This is an optimization exercise on Yosys and OpenROAD, whose aim is small area, not a production implementation. At most, simulation tests tie the RTL to the original design; equivalence was not proved. The RTL of run 2 was laid out without a check of its function. Power and IR drop assume default switching activity.

### design/flow/design.v
package gpio_reg_pkg;
  parameter int GPIOCount = 32;
  parameter int BlockAw = 11;
  parameter logic [BlockAw-1:0] GPIO_INFO_OFFSET = 11'h 0;
  parameter logic [BlockAw-1:0] GPIO_CFG_OFFSET = 11'h 4;
  parameter logic [BlockAw-1:0] GPIO_GPIO_MODE_0_OFFSET = 11'h 8;
  parameter logic [BlockAw-1:0] GPIO_GPIO_MODE_1_OFFSET = 11'h c;
  parameter logic [BlockAw-1:0] GPIO_GPIO_EN_OFFSET = 11'h 80;
  parameter logic [BlockAw-1:0] GPIO_GPIO_IN_OFFSET = 11'h 100;
  parameter logic [BlockAw-1:0] GPIO_GPIO_OUT_OFFSET = 11'h 180;
  parameter logic [BlockAw-1:0] GPIO_GPIO_SET_OFFSET = 11'h 200;
  parameter logic [BlockAw-1:0] GPIO_GPIO_CLEAR_OFFSET = 11'h 280;
  parameter logic [BlockAw-1:0] GPIO_GPIO_TOGGLE_OFFSET = 11'h 300;
  parameter logic [BlockAw-1:0] GPIO_INTRPT_RISE_EN_OFFSET = 11'h 380;
  parameter logic [BlockAw-1:0] GPIO_INTRPT_FALL_EN_OFFSET = 11'h 400;
  parameter logic [BlockAw-1:0] GPIO_INTRPT_LVL_HIGH_EN_OFFSET = 11'h 480;
  parameter logic [BlockAw-1:0] GPIO_INTRPT_LVL_LOW_EN_OFFSET = 11'h 500;
  parameter logic [BlockAw-1:0] GPIO_INTRPT_STATUS_OFFSET = 11'h 580;
  parameter logic [BlockAw-1:0] GPIO_INTRPT_RISE_STATUS_OFFSET = 11'h 600;
  parameter logic [BlockAw-1:0] GPIO_INTRPT_FALL_STATUS_OFFSET = 11'h 680;
  parameter logic [BlockAw-1:0] GPIO_INTRPT_LVL_HIGH_STATUS_OFFSET = 11'h 700;
  parameter logic [BlockAw-1:0] GPIO_INTRPT_LVL_LOW_STATUS_OFFSET = 11'h 780;
  parameter logic [19:0] GPIO_INFO_RESVAL = 20'h 800;
  parameter logic [9:0] GPIO_INFO_VERSION_RESVAL = 10'h 2;
  parameter logic [31:0] GPIO_GPIO_IN_RESVAL = 32'h 0;
  parameter logic [31:0] GPIO_GPIO_SET_RESVAL = 32'h 0;
  parameter logic [31:0] GPIO_GPIO_CLEAR_RESVAL = 32'h 0;
  parameter logic [31:0] GPIO_GPIO_TOGGLE_RESVAL = 32'h 0;
  parameter logic [31:0] GPIO_INTRPT_STATUS_RESVAL = 32'h 0;
  typedef enum int {
    GPIO_INFO,
    GPIO_CFG,
    GPIO_GPIO_MODE_0,
    GPIO_GPIO_MODE_1,
    GPIO_GPIO_EN,
    GPIO_GPIO_IN,
    GPIO_GPIO_OUT,
    GPIO_GPIO_SET,
    GPIO_GPIO_CLEAR,
    GPIO_GPIO_TOGGLE,
    GPIO_INTRPT_RISE_EN,
    GPIO_INTRPT_FALL_EN,
    GPIO_INTRPT_LVL_HIGH_EN,
    GPIO_INTRPT_LVL_LOW_EN,
    GPIO_INTRPT_STATUS,
    GPIO_INTRPT_RISE_STATUS,
    GPIO_INTRPT_FALL_STATUS,
    GPIO_INTRPT_LVL_HIGH_STATUS,
    GPIO_INTRPT_LVL_LOW_STATUS
  } gpio_id_e;
  parameter logic [75:0] GPIO_PERMIT = {
    4'b 1111,
    4'b 1111,
    4'b 1111,
    4'b 1111,
    4'b 1111,
    4'b 1111,
    4'b 1111,
    4'b 1111,
    4'b 1111,
    4'b 1111,
    4'b 1111,
    4'b 1111,
    4'b 1111,
    4'b 1111,
    4'b 1111,
    4'b 1111,
    4'b 1111,
    4'b 0001,
    4'b 0111
  };
endpackage
module gpio (
  input  logic        clk_i,
  input  logic        rst_ni,
  input  logic [31:0] gpio_in,
  output logic [31:0] gpio_out,
  output logic [31:0] gpio_tx_en_o,
  output logic [31:0] gpio_in_sync_o,
  output logic        global_interrupt_o,
  output logic [31:0] pin_level_interrupts_o,
  input  logic        reg_valid_i,
  input  logic        reg_write_i,
  input  logic [10:0] reg_addr_i,
  input  logic [31:0] reg_wdata_i,
  input  logic [3:0]  reg_wstrb_i,
  output logic [31:0] reg_rdata_o,
  output logic        reg_error_o,
  output logic        reg_ready_o
);
  logic [10:0] a;
  assign a = reg_addr_i;
  logic lo_grp;
  assign lo_grp = (a[10:4] == 7'd0) && (a[1:0] == 2'd0);
  logic hi_grp;
  assign hi_grp = (a[6:0] == 7'd0) && (a[10:7] != 4'd0);
  logic h_info, h_cfg, h_mode0, h_mode1;
  assign h_info  = lo_grp && (a[3:2] == 2'd0);
  assign h_cfg   = lo_grp && (a[3:2] == 2'd1);
  assign h_mode0 = lo_grp && (a[3:2] == 2'd2);
  assign h_mode1 = lo_grp && (a[3:2] == 2'd3);
  logic [15:0] h;   
  always_comb begin
    for (int k = 0; k < 16; k++) h[k] = hi_grp && (a[10:7] == k[3:0]);
  end
  logic hit;
  assign hit = lo_grp | hi_grp;
  logic strb_all, strb_bad;
  assign strb_all = &reg_wstrb_i;
  assign strb_bad = h_info ? ~&reg_wstrb_i[2:0] :
                    h_cfg  ? ~reg_wstrb_i[0] : ~strb_all;
  assign reg_error_o = ~hit | (reg_write_i & strb_bad);
  assign reg_ready_o = 1'b1;
  logic wr, wr_full;
  assign wr      = reg_valid_i & reg_write_i;
  assign wr_full = wr & strb_all;
  logic rst;
  assign rst = ~rst_ni;
  logic we_cfg, we_mode0, we_mode1, we_en, we_re, we_fe, we_he, we_le;
  assign we_cfg   = (wr & reg_wstrb_i[0] & h_cfg) | rst;
  assign we_mode0 = (wr_full & h_mode0) | rst;
  assign we_mode1 = (wr_full & h_mode1) | rst;
  assign we_en    = (wr_full & h[1]) | rst;
  assign we_re    = (wr_full & h[7]) | rst;
  assign we_fe    = (wr_full & h[8]) | rst;
  assign we_he    = (wr_full & h[9]) | rst;
  assign we_le    = (wr_full & h[10]) | rst;
  logic [31:0] wd;   
  assign wd = reg_wdata_i & {32{rst_ni}};
  logic [1:0]  cfg_q;
  logic [31:0] mode0_q, mode1_q, en_q, re_q, fe_q, he_q, le_q;
  always_ff @(posedge clk_i) begin
    if (we_cfg)   cfg_q   <= wd[1:0];
    if (we_mode0) mode0_q <= wd;
    if (we_mode1) mode1_q <= wd;
    if (we_en)    en_q    <= wd;
    if (we_re)    re_q    <= wd;
    if (we_fe)    fe_q    <= wd;
    if (we_he)    he_q    <= wd;
    if (we_le)    le_q    <= wd;
  end
  logic [63:0] mode;
  assign mode = {mode1_q, mode0_q};
  logic [31:0] out_q, out_d;
  logic w_out, w_set, w_clr, w_tog;
  assign w_out = wr_full & h[3];
  assign w_set = wr_full & h[4];
  assign w_clr = wr_full & h[5];
  assign w_tog = wr_full & h[6];
  always_comb begin
    for (int i = 0; i < 32; i++) begin
      if (rst)
        out_d[i] = 1'b0;
      else if (w_out)
        out_d[i] = reg_wdata_i[i];
      else if (reg_wdata_i[i] & w_set)
        out_d[i] = 1'b1;
      else if (reg_wdata_i[i] & w_clr)
        out_d[i] = 1'b0;
      else if (reg_wdata_i[i] & w_tog)
        out_d[i] = ~out_q[i];
      else
        out_d[i] = out_q[i];
    end
  end
  always_ff @(posedge clk_i) out_q <= out_d;
  assign gpio_out = out_q;
  logic [31:0] s1_q, s2_q, in_q;
  always_ff @(posedge clk_i, negedge rst_ni) begin
    if (!rst_ni) s1_q <= '0;
    else         s1_q <= gpio_in;
  end
  always_ff @(posedge clk_i) s2_q <= s1_q;
  logic [31:0] in_en;
  always_comb begin
    for (int i = 0; i < 32; i++)
      in_en[i] = rst | (en_q[i] & (mode[2*i +: 2] == 2'b00));
  end
  always_ff @(posedge clk_i) begin
    for (int i = 0; i < 32; i++)
      if (in_en[i]) in_q[i] <= s2_q[i];
  end
  assign gpio_in_sync_o = in_q;
  always_comb begin
    for (int i = 0; i < 32; i++)
      gpio_tx_en_o[i] = mode[2*i] ^ (mode[2*i+1] & out_q[i]);
  end
  logic [31:0] ev_r, ev_f, ev_h, ev_l, edges, pending;
  assign ev_r  =  s2_q & ~in_q & re_q;
  assign ev_f  = ~s2_q &  in_q & fe_q;
  assign ev_h  =  in_q & he_q;
  assign ev_l  = ~in_q & le_q;
  assign edges = ev_r | ev_f | ev_h | ev_l;
  logic [31:0] rs_q, fs_q, hs_q, ls_q;
  assign pending = rs_q | fs_q | hs_q | ls_q;
  logic w_st, c_rs, c_fs, c_hs, c_ls;
  assign w_st = wr_full & h[11];
  assign c_rs = (wr_full & h[12]) | w_st | rst;
  assign c_fs = (wr_full & h[13]) | w_st | rst;
  assign c_hs = (wr_full & h[14]) | w_st | rst;
  assign c_ls = (wr_full & h[15]) | w_st | rst;
  logic [31:0] wc;   
  assign wc = reg_wdata_i | {32{rst}};
  always_ff @(posedge clk_i) begin
    rs_q <= (rs_q | ev_r) & ~(wc & {32{c_rs}});
    fs_q <= (fs_q | ev_f) & ~(wc & {32{c_fs}});
    hs_q <= (hs_q | ev_h) & ~(wc & {32{c_hs}});
    ls_q <= (ls_q | ev_l) & ~(wc & {32{c_ls}});
  end
  assign pin_level_interrupts_o = cfg_q[1] ? pending : edges;
  assign global_interrupt_o     = cfg_q[0] ? |pending : |edges;
  logic [31:0] info_v, cfg_v, lo_v;
  assign info_v = 32'h0000_0820;
  assign cfg_v  = {30'd0, cfg_q};
  always_comb begin
    reg_rdata_o = {32{~hit}}
                | ({32{h_info}}  & info_v)
                | ({32{h_cfg}}   & cfg_v)
                | ({32{h_mode0}} & mode0_q)
                | ({32{h_mode1}} & mode1_q)
                | ({32{h[1]}}    & en_q)
                | ({32{h[2]}}    & in_q)
                | ({32{h[3]}}    & out_q)
                | ({32{h[7]}}    & re_q)
                | ({32{h[8]}}    & fe_q)
                | ({32{h[9]}}    & he_q)
                | ({32{h[10]}}   & le_q)
                | ({32{h[11]}}   & pending)
                | ({32{h[12]}}   & rs_q)
                | ({32{h[13]}}   & fs_q)
                | ({32{h[14]}}   & hs_q)
                | ({32{h[15]}}   & ls_q);
  end
endmodule
### design/flow/run.sh
#!/bin/bash
# synth_recipe.tcl (not shown) runs the flow's synth.tcl, then flattens the netlist and writes it again
# the make line also repeats each setting of config.mk as NAME=value (left out here)
make -C /OpenROAD-flow-scripts/flow DESIGN_CONFIG=/design/flow/config.mk WORK_HOME=/design/flow/orfs CLKGATE_MAP_FILE= SYNTH_SCRIPT=/design/flow/synth_recipe.tcl finish
### design/flow/constraint.sdc
create_clock -name core_clock -period 10.0 [get_ports {clk_i}]
set_input_delay 2.0000 -clock core_clock [delete_from_list [all_inputs] [get_ports {clk_i}]]
set_output_delay 2.0000 -clock core_clock [all_outputs]
set_load 0.01 [all_outputs]
### design/flow/config.mk
export PLATFORM = sky130hd
export DESIGN_NAME = gpio
export DESIGN_NICKNAME = gpio
export VERILOG_FILES = /design/flow/design.v
export SDC_FILE = /design/flow/constraint.sdc
export NUM_CORES = 4
export LEC_CHECK = 0
export CAP_MARGIN = 20
export CORE_MARGIN = 2
export CORE_UTILIZATION = 40
export SLEW_MARGIN = 20
==> results of run 1 <==
-- cell families (layout without fill, tap and decap cells) --
family          Yosys count  after routing
mux                      63             63
xor+xnor                 32             32
buf+inv                 161            436
other cells               1              1
simple gates            592            592
flops                   482            482
compound gates          747            747
-- layout make-up --
type / instances / area share, %
multi-input combinational: 1435 / 32.51
sequential: 482 / 46.59
inverter: 43 / 0.6068
timing repair buffer: 297 / 10.72
tap: 696 / 3.274
clock inverter: 24 / 0.8138
clock buffer: 72 / 5.480
-- critical path: cells and delay by family --
| family | cells | cell delay (ns) |
|---|---|---|
| buffers and inverters | 4 | 2.63 |
| AND/OR/NAND/NOR | 3 | 1.26 |
| AO/OA/AOI/OAI | 2 | 0.41 |
-- worst min path at each step --
stage                        start       end  cells after the start
after floorplan            s1_q[0]   s2_q[0]                      0
after global placement    s1_q[31]  s2_q[31]                      0
after detailed placement   s1_q[5]   s2_q[5]                      0
after CTS                 s1_q[25]  s2_q[25]                      0
after global routing       s1_q[4]   s2_q[4]                      0
final                      s1_q[4]   s2_q[4]                      0
-- flip-flops by register name, indices dropped and copies added (netlist names) --
name and count:
ls_q 32, out_q 32, in_q 32, mode0_q 32, fs_q 32, s2_q 32
fe_q 32, cfg_q 2, le_q 32, s1_q 32, he_q 32, en_q 32
re_q 32, mode1_q 32, rs_q 32, hs_q 32
-- placed cells by master, fill, tap and decap left out, types with 40 or more instances in the layout --
| cell | count |
|---|---|
| edfxtp_1 | 258 |
| nor2_1 | 114 |
| a22oi_1 | 49 |
| inv_1 | 40 |
| dfxtp_1 | 192 |
| mux2i_1 | 57 |
| buf_4 | 49 |
| a211oi_1 | 46 |
| clkbuf_16 | 53 |
| a21oi_1 | 315 |
| o21ai_0 | 89 |
| clkdlybuf4s50_1 | 238 |
| nand2_1 | 216 |
| nand2b_1 | 48 |
-- report_power, final --
group,internal (uW),switching [uW]
Combinational,243,378
Clock,1120,824
Sequential,2260,162
-- layer usage --
layer / vias to the layer above / part of all wire, % / GRT usage (%)
met5: - / 0.014 / 0
met4: 2 / 6.2 / 16.80
met1: 9574 / 38 / 43.52
met3: 342 / 12 / 8.227
li1: 8309 / - / -
met2: 1606 / 43 / 48.50
-- through the flow --
step | hold WS, ns | utilization, % | worst slack (ns) | instances | cell area (um^2)
floorplan | 0.3242 | - | 4.041 | 2078 | 21600
global placement | 0.3254 | 46.37 | 1.920 | 2948 | 24860
detailed placement | 0.3269 | 46.47 | 1.930 | 2951 | 24910
CTS | 0.3394 | 49.60 | 1.920 | 3047 | 26580
global route | 0.3455 | 49.62 | 1.720 | 3049 | 26600
finish | 0.3356 | 49.62 | 1.674 | 3049 | 26600
==> out/qor.yml, run 1 <==
status:
  status: "timing/DRC/antenna clean"
route:
  drc_errors: 0
  drt.antenna.violating_nets: 0
  detailroute.via_count: 19830
  firstDrtPassIters: 8
  detail_route.vias_per_cell: 6.505
  drtIter0Drc: 3209
  wl_um: 93470
  wire_per_inst_um: 30.66
clock_network:
  worst_skew_pair.late_latency_ns: 0.61
  cts_sinks: 482
  cts_resized: 0
  worst_setup_hold_path_clk_slew_ns: 0.06
  tritoncts: "built"
  cts_inserted_buffers: 52
  clock-root-buffer: "clkbuf_16"
  cts_post_setup_buffers_inserted: 0
  clock_tree.htree_level_count: 2
  clock_tree.buffer_depth: 3
  hold_buffers_post_cts: 0
critical_path:
  critical_path.endpoint_type: "output pin"
  worstPathMaxFanout: 17
  critical_path.startpoint_type: "input pin"
  critPathArrivalTime_ns: 6.33
  path_cells: "clkdlybuf4s50_1 > inv_2 > nand4_1 > nor3_4 > buf_4 > a22o_1 > nor3_1 > o211ai_1 > clkdlybuf4s50_1"
  worstSetupPathType: "input pin to output pin"
  cpPeakStageDelay_ns: 0.94
  rr_worst_depth: 3
  critical_path.most_common_cell: "clkdlybuf4s50_1"
  timing.reg2reg.setup_slack_ns: 8.44
  crit_start: "reg_addr_i[3]"
  rr_endpoint: "in_q[20]"
  crit_path_end: "reg_rdata_o[14]"
  worst_path_max_delay_cell: "clkdlybuf4s50_1"
  crit-reg2reg-launch: "mode1_q[8]"
  crit_required_ns: 8.00
synth:
  yosys-top-cells-count: "315 x a21oi_1, 258 x edfxtp_1, 218 x nand2_1"
  synthCells: 2078
  synth_top_area_share_pct: 35.86
  asyncSetResetFlopFracSynth_pct: 6.639
  yosys.area.top_type: "edfxtp_1"
  synthFlopType: "edfxtp_1"
  yosys.cell_types.count: 71
  yosys_warnings: 1
  post_synth_xor_area_fraction_pct: 1.297
  synth_adder_area_share_pct: 0
  synth_mux_area_share_pct: 3.006
  combinational_family_with_the_most_area_after_synthesis: "compound AO/OA/AOI/OAI gates"
  average_cell_area_after_synthesis_um2: 10.40
  post_synth_instance_area_um2: 21600
  syn_nets: 2161
  synth_compound_area_share_pct: 21.61
  synth_seq_cells: 482
  yosys.cell_count.top_type: "a21oi_1"
  synth_enable_flop_cells: 258
  synth-seq-area-share_pct: 57.36
  synth_area_leaders: "edfxtp_1 36%, dfxtp_1 18%, a21oi_1 7.3%"
  simple_gate_fraction_of_synth_area_pct: 13.43
global_route:
  grt_pass1_vias: 18590
  groute.usage.overall_pct: 32.46
  grt_overflow: 0
  largest_net_degree_at_the_start_of_global_routing: 63
  antenna_violations_before_repair: 1
  grt_pass1_wl_um: 131300
power:
  cellLeakagePower_uw: 0.009605
  peakVddDrop_v: 0.0001370
  post-layout-total-power_uw: 4983
  powerDensity_nw_per_um2: 187.3
cells_and_area:
  area.sequential_um2: 12390
  post_route_cells_drive_above_1_share_pct: 7.522
  num-fill-cells: 4887
  diodes: 0
  finalNetCount: 2394
  area.growth.synth_to_final_pct: 23.12
  multi_input_area_um2: 8648
timing:
  max_slew_headroom_at_the_worst_pin_pct: 17.38
  rsz0062_at_grt: "no"
  post-route-period-util_pct: 83.26
  max_freq_ghz: 0.1201
  timing.final.crit_period_ns: 8.326
  report.final.setup_viol: 0
  number_of_pins_with_negative_max_slew_slack_in_the_final_report: 0
  worst_clock_skew_ns: 0.01523
  hold_viol: 0
  worst-slew-pin-transition_ns: 1.228
  totalNegativeSetupSlack_ns: 0
placed_design:
  dp.final_hpwl_um: 63590
  gp_congestion: 0.9904
  port_buffers: 244
job:
  drv.max_cap_violation_count: 0
die:
  die_h_um: 236.4
  num_rows: 85
  core_area_um2: 53600
  ios: 246
  chip_width_um: 236.4
  floorplan.initialDensity_pct: 40.30
  design.die.area_um2: 55880
hold_path:
  hold_class: "flop to flop"
==> run 2, diff against run 1 <==
--- a/design/flow/design.v
+++ b/design/flow/design.v
@@ -227,7 +227,6 @@
                 | ({32{h[10]}}   & le_q)
-                | ({32{h[11]}}   & pending)
-                | ({32{h[12]}}   & rs_q)
-                | ({32{h[13]}}   & fs_q)
-                | ({32{h[14]}}   & hs_q)
-                | ({32{h[15]}}   & ls_q);
+                | ({32{h[11] | h[12]}} & rs_q)
+                | ({32{h[11] | h[13]}} & fs_q)
+                | ({32{h[11] | h[14]}} & hs_q)
+                | ({32{h[11] | h[15]}} & ls_q);
   end
==> design/flow/flow/run.sh (new file) <==
#!/bin/bash
# Own layout flow: the standard flow (standard.sh) with three changes:
#  - ABC maps the logic with an area-oriented script (flow/area.abc) instead
#    of ORFS's delay-oriented one; everything else in synthesis is unchanged,
#    so the registers are the standard synthesis's;
#  - ports are buffered with buf_1 instead of the default buffer cell;
#  - clock tree: clkbuf_8 clusters, no dummy loads.
# Each tool's output goes to its own log in this folder (and ORFS's logs under
# orfs/logs/).
set -euo pipefail
W=$(pwd)
F=$W/flow

orig_synth=$(grep -o 'SYNTH_SCRIPT=[^ ]*' standard.sh | head -1 | cut -d= -f2-)
cat > "$W/area_synth.tcl" <<TCL
proc abc {args} {
  set i [lsearch -exact \$args -script]
  if {\$i >= 0} { lset args [expr {\$i + 1}] $F/area.abc }
  yosys abc {*}\$args
}
source $orig_synth
TCL
sed "s#SYNTH_SCRIPT=[^ ]*#SYNTH_SCRIPT=$W/area_synth.tcl#" standard.sh > "$W/area_standard.sh"

export BUFFER_PORTS_ARGS="-buffer_cell sky130_fd_sc_hd__buf_1"
export CTS_ARGS="-sink_clustering_enable -repair_clock_nets -dont_use_dummy_load -buf_list {sky130_fd_sc_hd__clkbuf_8} -sink_clustering_size 16 -sink_clustering_max_diameter 60"

bash "$W/area_standard.sh" > "$W/make_flow.log" 2>&1
==> design/flow/flow/area.abc (new file) <==
strash
dc2
&get -n
&dch -f
&nf -R 1000
&put
==> design/flow/standard.sh (new file) <==
#!/bin/bash
# synth_recipe.tcl (not shown) runs the flow's synth.tcl, then flattens the netlist and writes it again
# the make line also repeats each setting of config.mk as NAME=value (left out here)
make -C /OpenROAD-flow-scripts/flow DESIGN_CONFIG=/design/flow/config.mk WORK_HOME=/design/flow/orfs CLKGATE_MAP_FILE= SYNTH_SCRIPT=/design/flow/synth_recipe.tcl "${@:-finish}"
--- a/design/flow/config.mk
+++ b/design/flow/config.mk
@@ -9,3 +9,4 @@
 export CORE_MARGIN = 2
-export CORE_UTILIZATION = 40
+export CORE_UTILIZATION = 50
+export GPL_TIMING_DRIVEN = 0
 export SLEW_MARGIN = 20
removed: design/flow/run.sh
==> run 2 against run 1 <==
  * Non-clock buffer count grew 9
  * Still clean on timing, DRC and antenna
  * Highest routed layer is now met4
  * First-iteration DRC count fell by 19%
  * Sequential cell count did not move
  * Clock power is 49% lower
==> out/qor.yml, run 2 <==
synth:
  yosys_warnings: 1  # unchanged
  synth_area_leaders: "edfxtp_1 40%, dfxtp_1 20%, a21oi_1 4.9%"  # was edfxtp_1 36%, dfxtp_1 18%, a21oi_1 7.3%
  synthCells: 1725  # was 2,078
  synthFlopType: "edfxtp_1"  # unchanged
  yosys.cell_types.count: 38  # was 71
  average_cell_area_after_synthesis_um2: 11.27  # was 10.40 um^2
  yosys-top-cells-count: "258 x edfxtp_1, 225 x nand2_1, 217 x nor2_1"  # was 315 x a21oi_1, 258 x edfxtp_1, 218 x nand2_1
  post_synth_instance_area_um2: 19440  # was 21,600 um^2
  yosys.cell_count.top_type: "edfxtp_1"  # was a21oi_1
  asyncSetResetFlopFracSynth_pct: 6.639  # unchanged
  synth_seq_cells: 482  # unchanged
  yosys.area.top_type: "edfxtp_1"  # unchanged
  synth_top_area_share_pct: 39.85  # was 35.86%
  synth_enable_flop_cells: 258  # unchanged
  synth-seq-area-share_pct: 63.74  # was 57.36%
  syn_nets: 1808  # was 2,161
job:
  drv.max_cap_violation_count: 0  # unchanged
route:
  wire_per_inst_um: 28.49  # was 30.66 um
  detailroute.via_count: 16880  # was 19,830
  drtIter0Drc: 2599  # was 3,209
  drt.antenna.violating_nets: 0  # unchanged
  firstDrtPassIters: 9  # was 8
  detail_route.vias_per_cell: 6.511  # was 6.505
  wl_um: 73850  # was 93,470 um
  drc_errors: 0  # unchanged
cells_and_area:
  num-fill-cells: 3295  # was 4,887
  layout.core_utilization_pct: 59.71  # was 49.62%
  area.sequential_um2: 12390  # unchanged
  finalNetCount: 2155  # was 2,394
  post_route_cells_drive_above_1_share_pct: 6.473  # was 7.522%
  multi_input_area_um2: 7228  # was 8648 um^2
  most-common-layout-cells: "258 x edfxtp_1, 243 x buf_1, 217 x nand2_1"  # was 315 x a21oi_1, 258 x edfxtp_1, 238 x clkdlybuf4s50_1
  stdcell_area_um2: 23020  # was 26,600 um^2
  area.growth.synth_to_final_pct: 18.41  # was 23.12%
  layout.cells.most_common: "edfxtp_1"  # was a21oi_1
critical_path:
  worst_path_max_delay_cell: "nor4_2"  # was clkdlybuf4s50_1
  worstPathMaxFanout: 15  # was 17
  rr_worst_depth: 1  # was 3
  worstSetupPathType: "input pin to output pin"  # unchanged
  critical_path.endpoint_type: "output pin"  # unchanged
  crit-reg2reg-launch: "mode1_q[11]"  # was mode1_q[8]
  crit_required_ns: 8.00  # about the same
  cpPeakStageDelay_ns: 0.77  # was 0.94 ns
  path_cells: "buf_1 > nor3_1 > nand2_1 > nor4_2 > nand3_1 > nor2_4 > buf_16 > nand2b_1 > o21ai_4 > buf_16 > buf_16 > nand2_1 > nand2_1 > a221oi_1 > nand4_1 > buf_1"  # was clkdlybuf4s50_1 > inv_2 > nand4_1 > nor3_4 > buf_4 > a22o_1 > nor3_1 > o211ai_1 > clkdlybuf4s50_1
  rr_endpoint: "in_q[21]"  # was in_q[20]
  critPathArrivalTime_ns: 5.91  # was 6.33 ns
  critical_path.startpoint_type: "input pin"  # unchanged
  timing.reg2reg.setup_slack_ns: 8.77  # was 8.44 ns
global_route:
  antenna_violations_before_repair: 3  # was 1
  groute.usage.overall_pct: 35.76  # was 32.46%
  grt_pass1_vias: 16150  # was 18,590
  grt_pass1_wl_um: 106500  # was 131,300 um
  grt_overflow: 0  # unchanged
  largest_net_degree_at_the_start_of_global_routing: 39  # was 63
placed_design:
  dp.final_hpwl_um: 49170  # was 63,590 um
  pre_cts_ws_ns: 2.183  # was 1.930 ns
  gp_congestion: 0.9293  # was 0.9904
  detailed_place.area_um2: 22450  # was 24,910 um^2
  port_buffers: 244  # unchanged
timing:
  worst_clock_skew_ns: 0.05139  # was 0.01523 ns
  worst-slew-pin-transition_ns: 1.094  # was 1.228 ns
  rsz0062_at_grt: "no"  # unchanged
  max_freq_ghz: 0.1264  # was 0.1201 GHz
  hold_viol: 0  # unchanged
  number_of_pins_with_negative_max_slew_slack_in_the_final_report: 0  # unchanged
  timing.final.crit_period_ns: 7.914  # was 8.326 ns
  report.final.setup_viol: 0  # unchanged
  worst_slack_ns: 2.086  # was 1.674 ns
  totalNegativeSetupSlack_ns: 0  # unchanged
  post-route-period-util_pct: 79.14  # was 83.26%
  max_slew_headroom_at_the_worst_pin_pct: 25.18  # was 17.38%
clock_network:
  hold_buffers_post_cts: 0  # unchanged
  worst_setup_hold_path_clk_slew_ns: 0.10  # was 0.06 ns
  clock_tree.buffer_depth: 3  # unchanged
  cts_resized: 0  # unchanged
  tritoncts: "built"  # unchanged
  clock-root-buffer: "clkbuf_8"  # was clkbuf_16
  cts_sinks: 482  # unchanged
  cts_post_setup_buffers_inserted: 0  # unchanged
  cts_inserted_buffers: 40  # was 52
  clock_tree.htree_level_count: 2  # unchanged
  worst_skew_pair.late_latency_ns: 0.65  # was 0.61 ns
hold_path:
  hold_class: "flop to flop"  # unchanged
  hold-path-cell-count: 0  # unchanged
  min_from: "s1_q[27]"  # was s1_q[4]
  holdPathEnd: "s2_q[27]"  # was s2_q[4]
die:
  num_rows: 72  # was 85
  ios: 246  # unchanged
  design.die.area_um2: 40480  # was 55,880 um^2
  chip_width_um: 201.2  # was 236.4 um
  core_area_um2: 38560  # was 53,600 um^2
  die_h_um: 201.2  # was 236.4 um
  floorplan.initialDensity_pct: 50.43  # was 40.30%
power:
  peakVddDrop_v: 0.0001053  # was 0.0001370 V
  cellLeakagePower_uw: 0.007874  # was 0.009605 uW
  powerDensity_nw_per_um2: 164.5  # was 187.3 nW/um^2
status:
  status: "timing/DRC/antenna clean"  # unchanged
[run 2: cells by family (layout without fill, tap and decap cells)]
| family | Yosys count | after routing | share of synthesized area, % |
|---|---|---|---|
| muxes | 20 | 20 | 1.030 |
| xor gates and xnor gates | 32 | 32 | 1.442 |
| and+or+nand+nor | 677 | 677 | 15.90 |
| AOI/OAI and AO/OA | 490 | 490 | 17.41 |
| DFF | 482 | 482 | 63.74 |
| buffers and inverters | 23 | 368 | 0.4634 |
| other | 1 | 5 | 0.01929 |
[run 2: worst max-delay path by stage]
stage	startpoint	end	slack (ns)
2_1_floorplan	reg_addr_i[6]	en_q[0]	2.12
3_3_place_gp	rst_ni	en_q[21]	-11.03
3_5_place_dp	reg_addr_i[6]	reg_rdata_o[11]	2.18
4_1_cts	reg_addr_i[6]	reg_rdata_o[11]	2.16
5_1_grt	reg_addr_i[10]	reg_rdata_o[11]	1.93
6_report	reg_addr_i[6]	reg_rdata_o[11]	2.09
[run 2: power by group]
part	total [uW]	switching, uW	internal, uW
clock	989	630	359
sequential	2390	135	2250
combinational	408	269	138
total	3790	1030	2750
[run 2: critical path, delay by kind of cell]
family | cells | cell delay [ns]
buf+inv | 5 | 0.90
compound gates | 2 | 0.38
simple gates | 9 | 2.60
[run 2: layout make-up]
type	count	area share, %
Antenna cell	4	0.04348
Sequential cell	482	53.83
Clock buffer	40	2.391
Inverter	22	0.3587
Timing Repair Buffer	305	9.136
Tap cell	518	2.815
Buffer	1	0.03261
Multi-Input combinational cell	1220	31.40
[run 2: stage by stage]
| stage | total power [uW] | hold WS, ns | instances |
|---|---|---|---|
| floorplan | 2598 | 0.3242 | 1725 |
| global placement | 2803 | 0.3253 | 2487 |
| detailed placement | 2828 | 0.3269 | 2548 |
| CTS | 3782 | 0.3256 | 2588 |
| global route | 3909 | 0.3393 | 2591 |
| finish | 3786 | 0.3293 | 2592 |
[run 2: layer usage]
| metal | part of all wire [%] | wire length (um) | GRT usage, % |
|---|---|---|---|
| met2 | 46 | 34010 | 56.49 |
| met1 | 38 | 28280 | 47.97 |
| met4 | 4.5 | 3299 | 16.15 |
| met5 | 0 | 0 | 0 |
| met3 | 11 | 8269 | 7.143 |
==> run 3, diff against run 2 <==
--- a/design/flow/design.v
+++ b/design/flow/design.v
@@ -111,3 +111,3 @@
                     h_cfg  ? ~reg_wstrb_i[0] : ~strb_all;
-  assign reg_error_o = ~hit | (reg_write_i & strb_bad);
+  assign reg_error_o = reg_valid_i & (~hit | (reg_write_i & strb_bad));
   assign reg_ready_o = 1'b1;
==> design/flow/flow/area.abc (replaced) <==
strash
dc2
&get -n
&dch -f
&nf -R 1000
&put
buffer -c
topo
stime -c
upsize -c
dnsize -c
==> run 3 against run 2 <==
  * Sequential power barely moved
  * Synthesized area grew 2.5%
  * Still clean
  * Setup slack improved by 0.20 ns
  * First-iteration DRC count grew 11%
==> out/qor.yml, run 3 <==
timing:
  worst_slack_ns: 2.288  # was 2.086 ns
  report.final.setup_viol: 0  # unchanged
  timing.final.crit_period_ns: 7.712  # was 7.914 ns
  hold_viol: 0  # unchanged
  totalNegativeSetupSlack_ns: 0  # unchanged
  rsz0062_at_grt: "no"  # unchanged
  number_of_pins_with_negative_max_slew_slack_in_the_final_report: 0  # unchanged
  max_slew_headroom_at_the_worst_pin_pct: 15.56  # was 25.18%
  worst_clock_skew_ns: 0.03875  # was 0.05139 ns
  max_freq_ghz: 0.1297  # was 0.1264 GHz
  worst-slew-pin-transition_ns: 1.267  # was 1.094 ns
  post-route-period-util_pct: 77.12  # was 79.14%
cells_and_area:
  num-fill-cells: 3506  # was 3,295
  multi_input_area_um2: 7093  # was 7228 um^2
  finalNetCount: 2160  # was 2,155
  area.sequential_um2: 12390  # unchanged
  post_route_cells_drive_above_1_share_pct: 5.831  # was 6.473%
  most-common-layout-cells: "258 x edfxtp_1, 248 x buf_1, 211 x a21oi_1"  # was 258 x edfxtp_1, 243 x buf_1, 217 x nand2_1
  layout.cells.most_common: "edfxtp_1"  # unchanged
  area.growth.synth_to_final_pct: 11.94  # was 18.41%
  diodes: 0  # was 4
die:
  design.die.area_um2: 41480  # was 40,480 um^2
  die_h_um: 203.7  # was 201.2 um
  floorplan.initialDensity_pct: 50.41  # was 50.43%
  chip_width_um: 203.7  # was 201.2 um
  num_rows: 73  # was 72
  ios: 246  # unchanged
  core_area_um2: 39550  # was 38,560 um^2
route:
  drt.antenna.violating_nets: 0  # unchanged
  drtIter0Drc: 2875  # was 2,599
  detail_route.vias_per_cell: 6.778  # was 6.511
  wire_per_inst_um: 33.11  # was 28.49 um
  detailroute.via_count: 17620  # was 16,880
  firstDrtPassIters: 9  # unchanged
  wl_um: 86100  # was 73,850 um
  drc_errors: 0  # unchanged
synth:
  asyncSetResetFlopFracSynth_pct: 6.639  # unchanged
  yosys.area.top_type: "edfxtp_1"  # unchanged
  synthCells: 1784  # was 1,725
  yosys.cell_types.count: 52  # was 38
  post_synth_instance_area_um2: 19940  # was 19,440 um^2
  yosys.cell_count.top_type: "edfxtp_1"  # unchanged
  yosys-top-cells-count: "258 x edfxtp_1, 211 x a21oi_1, 194 x nor2_1"  # was 258 x edfxtp_1, 225 x nand2_1, 217 x nor2_1
  yosys_warnings: 1  # unchanged
  syn_nets: 1867  # was 1,808
  synth_top_area_share_pct: 38.86  # was 39.85%
  synthFlopType: "edfxtp_1"  # unchanged
  synth-seq-area-share_pct: 62.16  # was 63.74%
  average_cell_area_after_synthesis_um2: 11.17  # was 11.27 um^2
  synth_seq_cells: 482  # unchanged
  synth_area_leaders: "edfxtp_1 39%, dfxtp_1 19%, a21oi_1 5.3%"  # was edfxtp_1 40%, dfxtp_1 20%, a21oi_1 4.9%
  synth_enable_flop_cells: 258  # unchanged
critical_path:
  crit-reg2reg-launch: "mode1_q[11]"  # unchanged
  critPathArrivalTime_ns: 5.71  # was 5.91 ns
  critical_path.startpoint_type: "input pin"  # unchanged
  cpPeakStageDelay_ns: 0.89  # was 0.77 ns
  crit_required_ns: 8.00  # about the same
  critical_path.endpoint_type: "output pin"  # unchanged
  rr_endpoint: "in_q[21]"  # unchanged
  worst_path_max_delay_cell: "buf_1"  # was nor4_2
  timing.reg2reg.setup_slack_ns: 8.61  # was 8.77 ns
  critical_path.most_common_cell: "buf_1"
  path_cells: "buf_1 > nor3_2 > nand2_1 > nor4_4 > nand2_1 > nor2_1 > buf_2 > buf_1 > a222oi_1 > nand3_1 > buf_1"  # was buf_1 > nor3_1 > nand2_1 > nor4_2 > nand3_1 > nor2_4 > buf_16 > nand2b_1 > o21ai_4 > buf_16 > buf_16 > nand2_1 > nand2_1 > a221oi_1 > nand4_1 > buf_1
  worstPathMaxFanout: 10  # was 15
  worstSetupPathType: "input pin to output pin"  # unchanged
  rr_worst_depth: 1  # unchanged
global_route:
  grt_pass1_vias: 16370  # was 16,150
  largest_net_degree_at_the_start_of_global_routing: 33  # was 39
  grt_overflow: 0  # unchanged
  antenna_violations_before_repair: 1  # was 3
  grt_pass1_wl_um: 118800  # was 106,500 um
  groute.usage.overall_pct: 40.96  # was 35.76%
clock_network:
  cts_post_setup_buffers_inserted: 0  # unchanged
  clock_tree.htree_level_count: 2  # unchanged
  cts_sinks: 482  # unchanged
  cts_resized: 0  # unchanged
  tritoncts: "built"  # unchanged
  clock-root-buffer: "clkbuf_8"  # unchanged
  clock_tree.buffer_depth: 3  # unchanged
  worst_skew_pair.late_latency_ns: 0.65  # about the same
  hold_buffers_post_cts: 0  # unchanged
  worst_setup_hold_path_clk_slew_ns: 0.10  # about the same
  cts_inserted_buffers: 40  # unchanged
hold_path:
  min_from: "s1_q[18]"  # was s1_q[27]
  hold-path-cell-count: 0  # unchanged
  holdPathEnd: "s2_q[18]"  # was s2_q[27]
  hold_class: "flop to flop"  # unchanged
power:
  cellLeakagePower_uw: 0.007928  # was 0.007874 uW
  post-layout-total-power_uw: 3827  # was 3786 uW
  powerDensity_nw_per_um2: 171.5  # was 164.5 nW/um^2
  peakVddDrop_v: 0.0001024  # was 0.0001053 V
status:
  status: "timing/DRC/antenna clean"  # unchanged
placed_design:
  pre_cts_ws_ns: 2.450  # was 2.183 ns
  dp.final_hpwl_um: 59350  # was 49,170 um
  gp_congestion: 0.9878  # was 0.9293
  port_buffers: 242  # was 244
job:
  drv.max_cap_violation_count: 0  # unchanged
run 3: changes by cell type in the layout (fill, tap and decap cells not counted), moves of 19 or more:
| cell | before | now |
|---|---|---|
| clkinv_1 | 22 | 1 |
| buf_2 | 1 | 26 |
| inv_1 | 0 | 19 |
| buf_16 | 27 | 4 |
| nand2_1 | 217 | 182 |
| a21oi_1 | 192 | 211 |
| clkbuf_1 | 0 | 40 |
| and2_0 | 32 | 0 |
| and2_1 | 0 | 32 |
run 3: logic make-up (layout without fill, tap and decap cells):
group           Yosys count  count (layout)  synth area share, %
compound gates          525             525                18.15
xor+xnor                 32              32                1.406
buf+inv                 113             404                2.561
flops                   482             482                62.16
mux                      22              22                1.105
other cells               1               1              0.01881
simple gates            609             609                14.60
run 3: how the worst max path moves through the flow:
stage,from,to,cells after the start
after floorplan,reg_addr_i[6],en_q[0],8
after global placement,rst_ni,en_q[20],5
after detailed placement,reg_addr_i[6],reg_rdata_o[30],11
after CTS,reg_addr_i[6],reg_rdata_o[30],11
after global routing,reg_addr_i[6],reg_rdata_o[15],11
final,reg_addr_i[6],reg_rdata_o[24],11
run 3: through the flow:
step	instance area [um^2]	cells	utilization, %	hold slack, ns
after floorplan	19940	1784	-	0.3242
after global placement	21500	2551	54.36	0.3241
after detailed placement	21750	2559	55.00	0.3269
after CTS	22300	2599	56.39	0.3226
after global routing	22320	2600	56.42	0.3319
final	22320	2600	56.42	0.3257
run 3: layer usage:
layer	GRT usage (%)	vias up	share of wire (%)
met2	62.38	1325	44
met1	54.69	8676	38
li1	-	7359	-
met4	20.99	2	5.9
met5	0	-	0.020
met3	9.684	262	12
run 3: power by group:
part           internal (uW)  switching (uW)
clock                    359             652
combinational            131             285
sequential              2250             146
run 3: final cells by class:
| class | count | area share (%) |
|---|---|---|
| Buffer | 91 | 1.946 |
| Inverter | 22 | 0.3701 |
| Timing Repair Buffer | 251 | 4.957 |
| Multi-Input combinational cell | 1189 | 31.79 |
| Tap cell | 525 | 2.944 |
| Sequential cell | 482 | 55.53 |
| Clock buffer | 40 | 2.467 |
run 3: worst max-delay path: cells and delay by family:
family,cells,cell delay (ns)
AO/OA/AOI/OAI,1,0.33
buffers and inverters,4,1.67
AND/OR/NAND/NOR,6,1.69
==> run 4, diff against run 3 <==
--- a/design/flow/flow/run.sh
+++ b/design/flow/flow/run.sh
@@ -25,3 +25,3 @@
 export BUFFER_PORTS_ARGS="-buffer_cell sky130_fd_sc_hd__buf_1"
-export CTS_ARGS="-sink_clustering_enable -repair_clock_nets -dont_use_dummy_load -buf_list {sky130_fd_sc_hd__clkbuf_8} -sink_clustering_size 16 -sink_clustering_max_diameter 60"
+export CTS_ARGS="-sink_clustering_enable -repair_clock_nets -dont_use_dummy_load -buf_list {sky130_fd_sc_hd__clkbuf_8} -sink_clustering_size 12 -sink_clustering_max_diameter 80"
 
==> run 4 against run 3 <==
  * Global-route usage increased by 0.071 points
  * First-iteration DRC count increased by 1.6%
  * Final cell count increased by 0.27%
  * Sequential share of layout area decreased by 0.21 points
  * Combinational power about the same
  * Die area unchanged
  * Critical path type unchanged
==> out/qor.yml, run 4 <==
die:
  chip_width_um: 203.7  # unchanged
  num_rows: 73  # unchanged
  design.die.area_um2: 41480  # unchanged
  ios: 246  # unchanged
  die_h_um: 203.7  # unchanged
  floorplan.initialDensity_pct: 50.41  # unchanged
  core_area_um2: 39550  # unchanged
synth:
  yosys.cell_count.top_type: "edfxtp_1"  # unchanged
  synthFlopType: "edfxtp_1"  # unchanged
  synth_enable_flop_cells: 258  # unchanged
  asyncSetResetFlopFracSynth_pct: 6.639  # unchanged
  synth_seq_cells: 482  # unchanged
  syn_nets: 1867  # unchanged
  synth-seq-area-share_pct: 62.16  # unchanged
  synth_area_leaders: "edfxtp_1 39%, dfxtp_1 19%, a21oi_1 5.3%"  # unchanged
  yosys-top-cells-count: "258 x edfxtp_1, 211 x a21oi_1, 194 x nor2_1"  # unchanged
  yosys.area.top_type: "edfxtp_1"  # unchanged
  synth_top_area_share_pct: 38.86  # unchanged
  yosys.cell_types.count: 52  # unchanged
  synthCells: 1784  # unchanged
  post_synth_instance_area_um2: 19940  # unchanged
  average_cell_area_after_synthesis_um2: 11.17  # unchanged
  yosys_warnings: 1  # unchanged
cells_and_area:
  layout.cells.most_common: "edfxtp_1"  # unchanged
  stdcell_area_um2: 22400  # was 22,320 um^2
  layout.core_utilization_pct: 56.64  # was 56.42%
  instances_no_fill: 2607  # was 2,600
  post_route_cells_drive_above_1_share_pct: 6.103  # was 5.831%
  most-common-layout-cells: "258 x edfxtp_1, 248 x buf_1, 211 x a21oi_1"  # unchanged
  area.growth.synth_to_final_pct: 12.36  # was 11.94%
  finalNetCount: 2166  # was 2,160
clock_network:
  hold_buffers_post_cts: 0  # unchanged
  clock-root-buffer: "clkbuf_8"  # unchanged
  cts_sinks: 482  # unchanged
  worst_setup_hold_path_clk_slew_ns: 0.09  # was 0.10 ns
  clock_tree.htree_level_count: 2  # unchanged
  cts_post_setup_buffers_inserted: 0  # unchanged
  cts_resized: 0  # unchanged
  worst_skew_pair.late_latency_ns: 0.67  # was 0.65 ns
  tritoncts: "built"  # unchanged
  cts_inserted_buffers: 46  # was 40
  clock_tree.buffer_depth: 3  # unchanged
critical_path:
  critPathArrivalTime_ns: 5.74  # was 5.71 ns
  critical_path.startpoint_type: "input pin"  # unchanged
  critical-path-top-delay-family: "buffers and inverters"  # was simple AND/OR/NAND/NOR gates
  crit-reg2reg-launch: "mode1_q[11]"  # unchanged
  critPathBufInv: 4  # unchanged
  path_cells: "buf_1 > nor3_2 > nand2_1 > nor4_4 > nand2_1 > nor2_1 > buf_2 > buf_1 > a222oi_1 > nand3_1 > buf_1"  # unchanged
  critical_path.endpoint_type: "output pin"  # unchanged
  crit_start: "reg_addr_i[6]"  # unchanged
  crit_required_ns: 8.00  # about the same
  cpPeakStageDelay_ns: 0.91  # was 0.89 ns
  worstPathMaxFanout: 10  # unchanged
  critical_path.most_common_cell: "buf_1"  # unchanged
  worstSetupPathType: "input pin to output pin"  # unchanged
  worst_path_max_delay_cell: "buf_1"  # unchanged
power:
  peakVddDrop_v: 0.0001237  # was 0.0001024 V
  cellLeakagePower_uw: 0.007971  # was 0.007928 uW
  post-layout-total-power_uw: 3892  # was 3827 uW
  powerDensity_nw_per_um2: 173.7  # was 171.5 nW/um^2
timing:
  post-route-period-util_pct: 77.39  # was 77.12%
  max_slew_headroom_at_the_worst_pin_pct: 12.93  # was 15.56%
  worst_clock_skew_ns: 0.05130  # was 0.03875 ns
  totalNegativeSetupSlack_ns: 0  # unchanged
  timing.final.crit_period_ns: 7.739  # was 7.712 ns
  max_freq_ghz: 0.1292  # was 0.1297 GHz
  report.final.setup_viol: 0  # unchanged
  rsz0062_at_grt: "no"  # unchanged
  worst-slew-pin-transition_ns: 1.306  # was 1.267 ns
  number_of_pins_with_negative_max_slew_slack_in_the_final_report: 0  # unchanged
  hold_viol: 0  # unchanged
placed_design:
  dpl.cell_count: 2559  # unchanged
  dp.final_hpwl_um: 59350  # unchanged
  detailed_place.area_um2: 21750  # unchanged
  port_buffers: 242  # unchanged
  gp_congestion: 0.9878  # unchanged
route:
  met2RoutedLength_um: 38270  # was 37,590 um
  drt.antenna.violating_nets: 0  # unchanged
  wl_met3_um: 10700  # was 10,570 um
  met1_length_um: 32520  # was 32,880 um
  firstDrtPassIters: 9  # unchanged
  detailroute.via_count: 17680  # was 17,620
  drc_errors: 0  # unchanged
  detail_route.vias_per_cell: 6.780  # was 6.778
  top_signal_layer_used: "met5"  # unchanged
  drtIter0Drc: 2921  # was 2,875
  wire_per_inst_um: 33.11  # about the same
  wl_um: 86320  # was 86,100 um
job:
  drv.max_cap_violation_count: 0  # unchanged
global_route:
  grt_pass1_wl_um: 119100  # was 118,800 um
  groute.usage.overall_pct: 41.03  # was 40.96%
  antenna_violations_before_repair: 1  # unchanged
  grt_overflow: 0  # unchanged
  largest_net_degree_at_the_start_of_global_routing: 33  # unchanged
  grt_pass1_vias: 16500  # was 16,370
hold_path:
  min_from: "s1_q[27]"  # was s1_q[18]
  hold_class: "flop to flop"  # unchanged
status:
  status: "timing/DRC/antenna clean"  # unchanged
## run 4: stage by stage
step / worst slack [ns] / hold slack (ns)
3_3_place_gp: -0.6857 / 0.3241
6_report: 2.261 / 0.3266
5_1_grt: 2.194 / 0.3367
2_1_floorplan: 3.924 / 0.3242
4_1_cts: 2.447 / 0.3397
3_5_place_dp: 2.450 / 0.3269
## run 4: path summary, 6_finish.rpt
| path | endpoint | slack [ns] | cells after the start |
|---|---|---|---|
| max in group asynchronous | s1_q[14] | 8.02 | 2 |
| setup / recovery | reg_rdata_o[30] | 2.26 | 11 |
| hold reg to reg | s2_q[27] | 0.33 | 0 |
| hold / removal | s2_q[27] | 0.33 | 0 |
| setup reg to reg | in_q[21] | 8.58 | 1 |
| min in group asynchronous | s1_q[18] | 1.38 | 1 |
## run 4: cell type report
| class | count | area (um^2) |
|---|---|---|
| flip-flops and latches | 482 | 12390 |
| well taps | 525 | 656.9 |
| plain buffers | 91 | 434.2 |
| inverters | 22 | 82.58 |
| diodes | 1 | 2.502 |
| clock buffers | 46 | 633.1 |
| fillers | 3502 | 17150 |
| multi-input cells | 1189 | 7093 |
| repair buffers | 251 | 1106 |
## run 4: logic make-up after synthesis
family          after synthesis  share of synthesized area, %
simple gates                609                         14.60
mux                          22                         1.105
flops                       482                         62.16
compound gates              525                         18.15
other cells                   1                       0.01881
buf+inv                     113                         2.561
xor+xnor                     32                         1.406
## run 4: per-layer routing
metal  vias to the layer above  track usage [%]
li1                       7370                -
met1                      8677            54.90
met2                      1374            62.48
met3                       253            9.524
met4                         2            21.06
met5                         -                0
## run 4: power by group
part           switching, uW  leakage, uW  total, uW  internal (uW)
logic                    284      0.00318        416            131
clock network            666     0.000331       1080            410
registers                146      0.00446       2400           2250
==> run 5, diff against run 4 <==
--- a/design/flow/config.mk
+++ b/design/flow/config.mk
@@ -9,3 +9,3 @@
 export CORE_MARGIN = 2
-export CORE_UTILIZATION = 50
+export CORE_UTILIZATION = 62
 export GPL_TIMING_DRIVEN = 0
==> run 5 against run 4 <==
  * Still clean
  * Cell area fell by 1.0%
  * Sequential share of layout area up 0.57 points
  * Global-route usage rose by 5.9 points
  * Synthesized area unchanged
  * First-iteration DRC count increased by 25%
  * Clock power hardly changed
  * Total power down 0.85%
  * Core utilization increased by 13 points
  * Critical path depth stayed put
  * Combinational power decreased by 2%
  * Routed wire length fell by 7.4%
  * Critical path type unchanged
==> out/qor.yml, run 5 <==
status:
  status: "timing/DRC/antenna clean"  # unchanged
timing:
  timing.final.crit_period_ns: 7.770  # was 7.739 ns
  hold_viol: 0  # unchanged
  worst-slew-pin-transition_ns: 1.275  # was 1.306 ns
  rsz0062_at_grt: "no"  # unchanged
  post-route-period-util_pct: 77.70  # was 77.39%
  worst_clock_skew_ns: 0.06066  # was 0.05130 ns
  number_of_pins_with_negative_max_slew_slack_in_the_final_report: 0  # unchanged
  report.final.setup_viol: 0  # unchanged
  hold_slack_ns: 0.3441  # was 0.3266 ns
  totalNegativeSetupSlack_ns: 0  # unchanged
  max_slew_headroom_at_the_worst_pin_pct: 14.99  # was 12.93%
  max_freq_ghz: 0.1287  # was 0.1292 GHz
critical_path:
  cpPeakStageDelay_ns: 0.85  # was 0.91 ns
  crit_required_ns: 8.00  # about the same
  critPathArrivalTime_ns: 5.77  # was 5.74 ns
  rr_worst_depth: 1  # unchanged
  worstSetupPathType: "input pin to output pin"  # unchanged
  critical_path.most_common_cell: "buf_1"  # unchanged
  worstPathMaxFanout: 10  # unchanged
  worst_path_max_delay_cell: "buf_1"  # unchanged
  critical_path.startpoint_type: "input pin"  # unchanged
  critical_path.endpoint_type: "output pin"  # unchanged
  path_cells: "buf_1 > nor3_2 > nand2_1 > nor4_4 > nand2_1 > nor2_1 > buf_2 > buf_1 > a222oi_1 > nand3_1 > buf_1"  # unchanged
synth:
  yosys.cell_types.count: 52  # unchanged
  synthCells: 1784  # unchanged
  syn_nets: 1867  # unchanged
  yosys_warnings: 1  # unchanged
  synth_enable_flop_cells: 258  # unchanged
  yosys.cell_count.top_type: "edfxtp_1"  # unchanged
  yosys-top-cells-count: "258 x edfxtp_1, 211 x a21oi_1, 194 x nor2_1"  # unchanged
  synth_seq_cells: 482  # unchanged
  average_cell_area_after_synthesis_um2: 11.17  # unchanged
  synth-seq-area-share_pct: 62.16  # unchanged
  asyncSetResetFlopFracSynth_pct: 6.639  # unchanged
  yosys.area.top_type: "edfxtp_1"  # unchanged
  post_synth_instance_area_um2: 19940  # unchanged
  synth_area_leaders: "edfxtp_1 39%, dfxtp_1 19%, a21oi_1 5.3%"  # unchanged
  synthFlopType: "edfxtp_1"  # unchanged
  synth_top_area_share_pct: 38.86  # unchanged
clock_network:
  worst_setup_hold_path_clk_slew_ns: 0.07  # was 0.09 ns
  cts_sinks: 482  # unchanged
  worst_skew_pair.late_latency_ns: 0.65  # was 0.67 ns
  tritoncts: "built"  # unchanged
  cts_post_setup_buffers_inserted: 0  # unchanged
  clock_tree.htree_level_count: 2  # unchanged
  clock_tree.buffer_depth: 3  # unchanged
  clock-root-buffer: "clkbuf_8"  # unchanged
  cts_inserted_buffers: 46  # unchanged
  cts_resized: 0  # unchanged
  hold_buffers_post_cts: 0  # unchanged
placed_design:
  port_buffers: 242  # unchanged
  gp_congestion: 1.024  # was 0.9878
  dp.final_hpwl_um: 54100  # was 59,350 um
  detailed_place.area_um2: 21520  # was 21,750 um^2
job:
  drv.max_cap_violation_count: 0  # unchanged
route:
  firstDrtPassIters: 9  # unchanged
  drtIter0Drc: 3649  # was 2,921
  wire_per_inst_um: 32.18  # was 33.11 um
  detailroute.via_count: 18070  # was 17,680
  drc_errors: 0  # unchanged
  wl_um: 79910  # was 86,320 um
  drt.antenna.violating_nets: 0  # unchanged
  detail_route.vias_per_cell: 7.279  # was 6.780
hold_path:
  hold-path-cell-count: 0  # unchanged
  hold_class: "flop to flop"  # unchanged
power:
  post-layout-total-power_uw: 3858  # was 3892 uW
  cellLeakagePower_uw: 0.007934  # was 0.007971 uW
  powerDensity_nw_per_um2: 174.0  # was 173.7 nW/um^2
  peakVddDrop_v: 0.0001386  # was 0.0001237 V
die:
  num_rows: 65  # was 73
  ios: 246  # unchanged
  die_h_um: 183.3  # was 203.7 um
  design.die.area_um2: 33600  # was 41,480 um^2
  floorplan.initialDensity_pct: 63.01  # was 50.41%
  core_area_um2: 31640  # was 39,550 um^2
  chip_width_um: 183.3  # was 203.7 um
cells_and_area:
  stdcell_area_um2: 22170  # was 22,400 um^2
  layout.cells.most_common: "edfxtp_1"  # unchanged
  area.growth.synth_to_final_pct: 11.21  # was 12.36%
  most-common-layout-cells: "258 x edfxtp_1, 248 x buf_1, 211 x a21oi_1"  # unchanged
  layout.core_utilization_pct: 70.08  # was 56.64%
  finalNetCount: 2163  # was 2,166
  post_route_cells_drive_above_1_share_pct: 5.919  # was 6.103%
global_route:
  grt_pass1_wl_um: 111000  # was 119,100 um
  grt_pass1_vias: 16830  # was 16,500
  antenna_violations_before_repair: 3  # was 1
  groute.usage.overall_pct: 46.96  # was 41.03%
  largest_net_degree_at_the_start_of_global_routing: 33  # unchanged
  grt_overflow: 0  # unchanged
run 5: cell types whose count changed in the layout (fill, tap and decap cells not counted), sizes merged:
cell / previous run / this run
clkdlybuf4s18: 0 / 1
diode: 1 / 3
clkbuf: 90 / 91
buf: 298 / 293
run 5: worst paths after layout:
check                           slack (ns)               to           from
worst min register to register        0.34         s2_q[17]       s1_q[17]
worst max-delay path                  2.23  reg_rdata_o[26]  reg_addr_i[6]
worst min-delay path                  0.34         s2_q[17]       s1_q[17]
max in group asynchronous             7.99          s1_q[4]         rst_ni
min in group asynchronous             1.40         s1_q[24]         rst_ni
worst max register to register        8.64         in_q[21]    mode1_q[11]
run 5: stage by stage:
step	setup WS [ns]	instances
4_1_cts	2.484	2480
3_5_place_dp	2.500	2434
5_1_grt	2.289	2480
2_1_floorplan	3.924	1784
3_3_place_gp	-0.3643	2428
6_report	2.230	2483
run 5: where the power goes:
part / leakage, uW / total (uW) / switching [uW] / internal, uW
logic: 0.00314 / 407 / 279 / 128
registers: 0.00446 / 2400 / 147 / 2250
clock network: 0.000331 / 1050 / 640 / 410
run 5: worst max-delay path, delay by kind of cell:
| kind | cells | cell delay, ns |
|---|---|---|
| simple gates | 6 | 1.83 |
| buf+inv | 4 | 1.61 |
| compound gates | 1 | 0.30 |
run 5: cell families after synthesis:
| kind of cell | share of synthesized area, % |
|---|---|
| and+or+nand+nor | 14.60 |
| AOI/OAI and AO/OA | 18.15 |
| DFF | 62.16 |
| buffers and inverters | 2.561 |
| xor gates and xnor gates | 1.406 |
| muxes | 1.105 |
| other | 0.01881 |
run 5: layout make-up:
class                      count  area, um^2
buffer                        91       434.2
multi-input combinational   1189        7088
timing repair buffer         248        1030
tap                          402       503.0
sequential                   482       12390
inverter                      22       82.58
antenna                        3       7.507
fill                        2416        9467
clock buffer                  46       633.1
run 5: metal layers:
metal / track usage (%) / wire (um) / vias to the layer above / part of all wire (%)
li1: - / - / 7372 / -
met1: 59.83 / 26460 / 8512 / 33
met2: 69.44 / 33650 / 1791 / 42
met3: 14.44 / 13210 / 399 / 17
met4: 31.46 / 6588 / 0 / 8.2
met5: 0 / 0 / - / 0
==> run 6, diff against run 5 <==
==> design/flow/flow/area.abc (replaced) <==
strash
dc2
&get -n
&dch -f
&nf -R 1000
&put
buffer -c -S 300 -N 16
topo
stime -c
upsize -c
dnsize -c
==> run 6 against run 5 <==
  * Largest cell class unchanged
  * Synthesized area shrank 0.58%
  * Sequential share of layout area is 0.21 points higher
  * Clock power about the same
  * Sequential power about the same
  * Largest power group unchanged
  * Critical endpoint is now reg_rdata_o[20]
==> out/qor.yml, run 6 <==
power:
  cellLeakagePower_uw: 0.007922  # was 0.007934 uW
  power.share.combinational_pct: 10.6  # about the same
  powerDensity_nw_per_um2: 174.8  # was 174.0 nW/um^2
  p_int_uw: 2793  # about the same
  power.share.clock_pct: 27.4  # was 27.2%
  p_sw_share_pct: 27.67  # was 27.61%
  p_seq_share_pct: 62.0  # was 62.2%
  sw_pwr_uw: 1068  # was 1065 uW
  peakVddDrop_v: 0.0001385  # was 0.0001386 V
synth:
  syn_nets: 1833  # was 1,867
  synth_area_leaders: "edfxtp_1 39%, dfxtp_1 19%, a21oi_1 5.3%"  # unchanged
  post_synth_xor_area_fraction_pct: 1.414  # was 1.406%
  synth_mux_area_share_pct: 1.111  # was 1.105%
  combinational_family_with_the_most_area_after_synthesis: "compound AO/OA/AOI/OAI gates"  # unchanged
  synth-seq-area-share_pct: 62.53  # was 62.16%
  average_cell_area_after_synthesis_um2: 11.33  # was 11.17 um^2
  post_synth_instance_area_um2: 19820  # was 19,940 um^2
  synth_enable_flop_cells: 258  # unchanged
  synthFlopType: "edfxtp_1"  # unchanged
  yosys_warnings: 1  # unchanged
  synth_adder_area_share_pct: 0  # unchanged
  simple_gate_fraction_of_synth_area_pct: 14.75  # was 14.60%
  asyncSetResetFlopFracSynth_pct: 6.639  # unchanged
  synth_seq_cells: 482  # unchanged
  synth_top_area_share_pct: 39.09  # was 38.86%
  yosys.area.top_type: "edfxtp_1"  # unchanged
  synth_compound_area_share_pct: 18.20  # was 18.15%
  yosys-top-cells-count: "258 x edfxtp_1, 211 x a21oi_1, 193 x nor2_1"  # was 258 x edfxtp_1, 211 x a21oi_1, 194 x nor2_1
  synthCells: 1750  # was 1,784
  yosys.cell_count.top_type: "edfxtp_1"  # unchanged
  yosys.cell_types.count: 56  # was 52
die:
  num_rows: 65  # unchanged
  ios: 246  # unchanged
  core_area_um2: 31560  # was 31,640 um^2
  die_h_um: 182.8  # was 183.3 um
  floorplan.initialDensity_pct: 62.81  # was 63.01%
  chip_width_um: 182.8  # was 183.3 um
  design.die.area_um2: 33410  # was 33,600 um^2
critical_path:
  crit_required_ns: 8.00  # about the same
  critPathArrivalTime_ns: 5.70  # was 5.77 ns
  critical_path.startpoint_type: "input pin"  # unchanged
  cpPeakStageDelay_ns: 0.75  # was 0.85 ns
  worstPathMaxFanout: 16  # was 10
  critical_path.endpoint_type: "output pin"  # unchanged
  worst_path_max_delay_cell: "buf_2"  # was buf_1
  path_cells: "buf_1 > nor3_2 > nand2_1 > nor4_4 > nand2_1 > nor2_1 > buf_2 > buf_2 > a222oi_1 > nand3_1 > buf_1"  # was buf_1 > nor3_2 > nand2_1 > nor4_4 > nand2_1 > nor2_1 > buf_2 > buf_1 > a222oi_1 > nand3_1 > buf_1
  worstSetupPathType: "input pin to output pin"  # unchanged
  critical-path-top-delay-family: "simple AND/OR/NAND/NOR gates"  # unchanged
  critPathBufInv: 4  # unchanged
cells_and_area:
  num-fill-cells: 2491  # was 2,416
  instances_no_fill: 2449  # was 2,483
  post_route_cells_drive_above_1_share_pct: 6.259  # was 5.919%
  finalNetCount: 2130  # was 2,163
  area.growth.synth_to_final_pct: 11.45  # was 11.21%
  layout.cells.most_common: "edfxtp_1"  # unchanged
  most-common-layout-cells: "258 x edfxtp_1, 244 x buf_1, 211 x a21oi_1"  # was 258 x edfxtp_1, 248 x buf_1, 211 x a21oi_1
placed_design:
  port_buffers: 242  # unchanged
  dpl.cell_count: 2400  # was 2,434
  dp.final_hpwl_um: 47840  # was 54,100 um
  gp_congestion: 0.9825  # was 1.024
job:
  drv.max_cap_violation_count: 0  # unchanged
timing:
  max_freq_ghz: 0.1298  # was 0.1287 GHz
  max_slew_headroom_at_the_worst_pin_pct: 17.35  # was 14.99%
  rsz0062_at_grt: "no"  # unchanged
  timing.final.crit_period_ns: 7.704  # was 7.770 ns
  totalNegativeSetupSlack_ns: 0  # unchanged
  post-route-period-util_pct: 77.04  # was 77.70%
  hold_viol: 0  # unchanged
  worst_clock_skew_ns: 0.03708  # was 0.06066 ns
  worst-slew-pin-transition_ns: 1.209  # was 1.275 ns
  number_of_pins_with_negative_max_slew_slack_in_the_final_report: 0  # unchanged
  report.final.setup_viol: 0  # unchanged
clock_network:
  tritoncts: "built"  # unchanged
  clock-root-buffer: "clkbuf_8"  # unchanged
  clock_tree.buffer_depth: 3  # unchanged
  worst_skew_pair.late_latency_ns: 0.62  # was 0.65 ns
  cts_post_setup_buffers_inserted: 0  # unchanged
  worst_setup_hold_path_clk_slew_ns: 0.07  # about the same
  cts_inserted_buffers: 46  # unchanged
  hold_buffers_post_cts: 0  # unchanged
  clock_tree.htree_level_count: 2  # unchanged
  cts_resized: 0  # unchanged
  cts_sinks: 482  # unchanged
route:
  detailroute.via_count: 17960  # was 18,070
  wire_per_inst_um: 31.67  # was 32.18 um
  firstDrtPassIters: 10  # was 9
  drtIter0Drc: 3370  # was 3,649
  wl_um: 77550  # was 79,910 um
  drc_errors: 0  # unchanged
  detail_route.vias_per_cell: 7.333  # was 7.279
  drt.antenna.violating_nets: 0  # unchanged
global_route:
  met3_usage_pct: 14.38  # was 14.44%
  groute.layer.met2.usage_pct: 65.89  # was 69.44%
  antenna_violations_before_repair: 2  # was 3
  largest_net_degree_at_the_start_of_global_routing: 33  # unchanged
  grt_pass1_wl_um: 108800  # was 111,000 um
  grt.met1_usage_pct: 60.92  # was 59.83%
  grt_overflow: 0  # unchanged
  grt.busiest_layer: "met2"  # unchanged
  grt_pass1_vias: 16560  # was 16,830
  groute.usage.overall_pct: 45.56  # was 46.96%
hold_path:
  hold_class: "flop to flop"  # unchanged
status:
  status: "timing/DRC/antenna clean"  # unchanged
run 6: cell count changes after synthesis, moves of 2 or more:
cell      change
buf_1         +4
buf_6         +3
o21ai_2       -3
o21ai_1       +3
clkbuf_1     -36
buf_2         -2
buf_4         -3
run 6: power groups by stage:
stage / clock network (uW) / logic [uW] / registers (uW)
6_report: 1060 / 408 / 2390
5_1_grt: 1120 / 432 / 2410
4_1_cts: 1050 / 392 / 2380
3_5_place_dp: 0 / 391 / 2430
3_3_place_gp: 0 / 376 / 2430
2_1_floorplan: 0 / 223 / 2380
run 6: kinds of logic after synthesis:
kind of cell | after synthesis
and+or+nand+nor | 609
AOI/OAI and AO/OA | 525
DFF | 482
buffers and inverters | 79
xor gates and xnor gates | 32
muxes | 22
other | 1
run 6: path summary, 6_finish.rpt:
check                                       end          start  cells past startpoint  slack [ns]
max in group asynchronous               s1_q[0]         rst_ni                      2        8.09
min in group asynchronous              s1_q[27]         rst_ni                      1        1.36
worst min-delay path                   s2_q[12]       s1_q[12]                      0        0.34
worst min register to register         s2_q[12]       s1_q[12]                      0        0.34
worst max register to register         in_q[17]     mode1_q[3]                      1        8.83
worst max-delay path            reg_rdata_o[20]  reg_addr_i[6]                     11        2.30
run 6: cell type report:
cell class | count | area (um^2) | share of cell area [%]
antenna | 2 | 5.005 | 0.02266
buffer | 57 | 327.8 | 1.484
clock buffer | 46 | 633.1 | 2.866
inverter | 22 | 82.58 | 0.3739
multi-input combinational | 1189 | 7091 | 32.10
sequential | 482 | 12390 | 56.10
tap | 402 | 503.0 | 2.277
timing repair buffer | 249 | 1054 | 4.770
run 6: metrics by stage:
stage / hold slack [ns] / area, um^2 / power [uW] / utilization [%] / setup slack (ns)
finish: 0.3427 / 22090 / 3861 / 70.00 / 2.296
detailed placement: 0.3269 / 21440 / 2818 / 67.95 / 2.668
global route: 0.3482 / 22080 / 3955 / 69.99 / 2.384
global placement: 0.3241 / 21230 / 2801 / 67.28 / -1.396
floorplan: 0.3242 / 19820 / 2608 / - / 3.858
CTS: 0.3432 / 22070 / 3822 / 69.96 / 2.651
run 6: metal layers:
layer / vias up / routed length, um / share of wire, %
met4: 0 / 5317 / 6.9
li1: 7295 / - / -
met2: 1804 / 32240 / 42
met1: 8460 / 26720 / 34
met5: - / 0 / 0
met3: 400 / 13290 / 17

## separate check: timing with driven ports
Ports are ideal in the flow. The routed layouts listed here were re-timed in OpenROAD. Step 1: set_driving_cell puts a clkbuf_16 on clk_i and a buf_2 on each other input, an assumption about the parent block. Step 2 times the ports against the registers' clock, not the clock port: input delays grow and output delays shrink by t, the midpoint of the rising clock arrivals with the driver on. Slacks: ideal ports / drivers / drivers and shift; pairs: ideal ports / drivers.
run | t, ns | setup WS [ns] | slew at the worst register clock pin (ns)
run 1 | 0.667 | 1.674 / 1.643 / 1.643 | 0.07 / 0.07
run 2 | 0.672 | 2.086 / 2.067 / 2.067 | 0.10 / 0.10
run 3 | 0.692 | 2.288 / 2.252 / 2.252 | 0.11 / 0.11
run 4 | 0.684 | 2.261 / 2.218 / 2.218 | 0.09 / 0.09
run 5 | 0.666 | 2.230 / 2.210 / 2.210 | 0.09 / 0.09
run 6 | 0.657 | 2.296 / 2.276 / 2.276 | 0.09 / 0.09
After both steps every run listed still meets setup and hold. For run 4, which loses most, drivers alone change the setup slack by -0.043 ns; drivers and shift together by -0.043 ns.
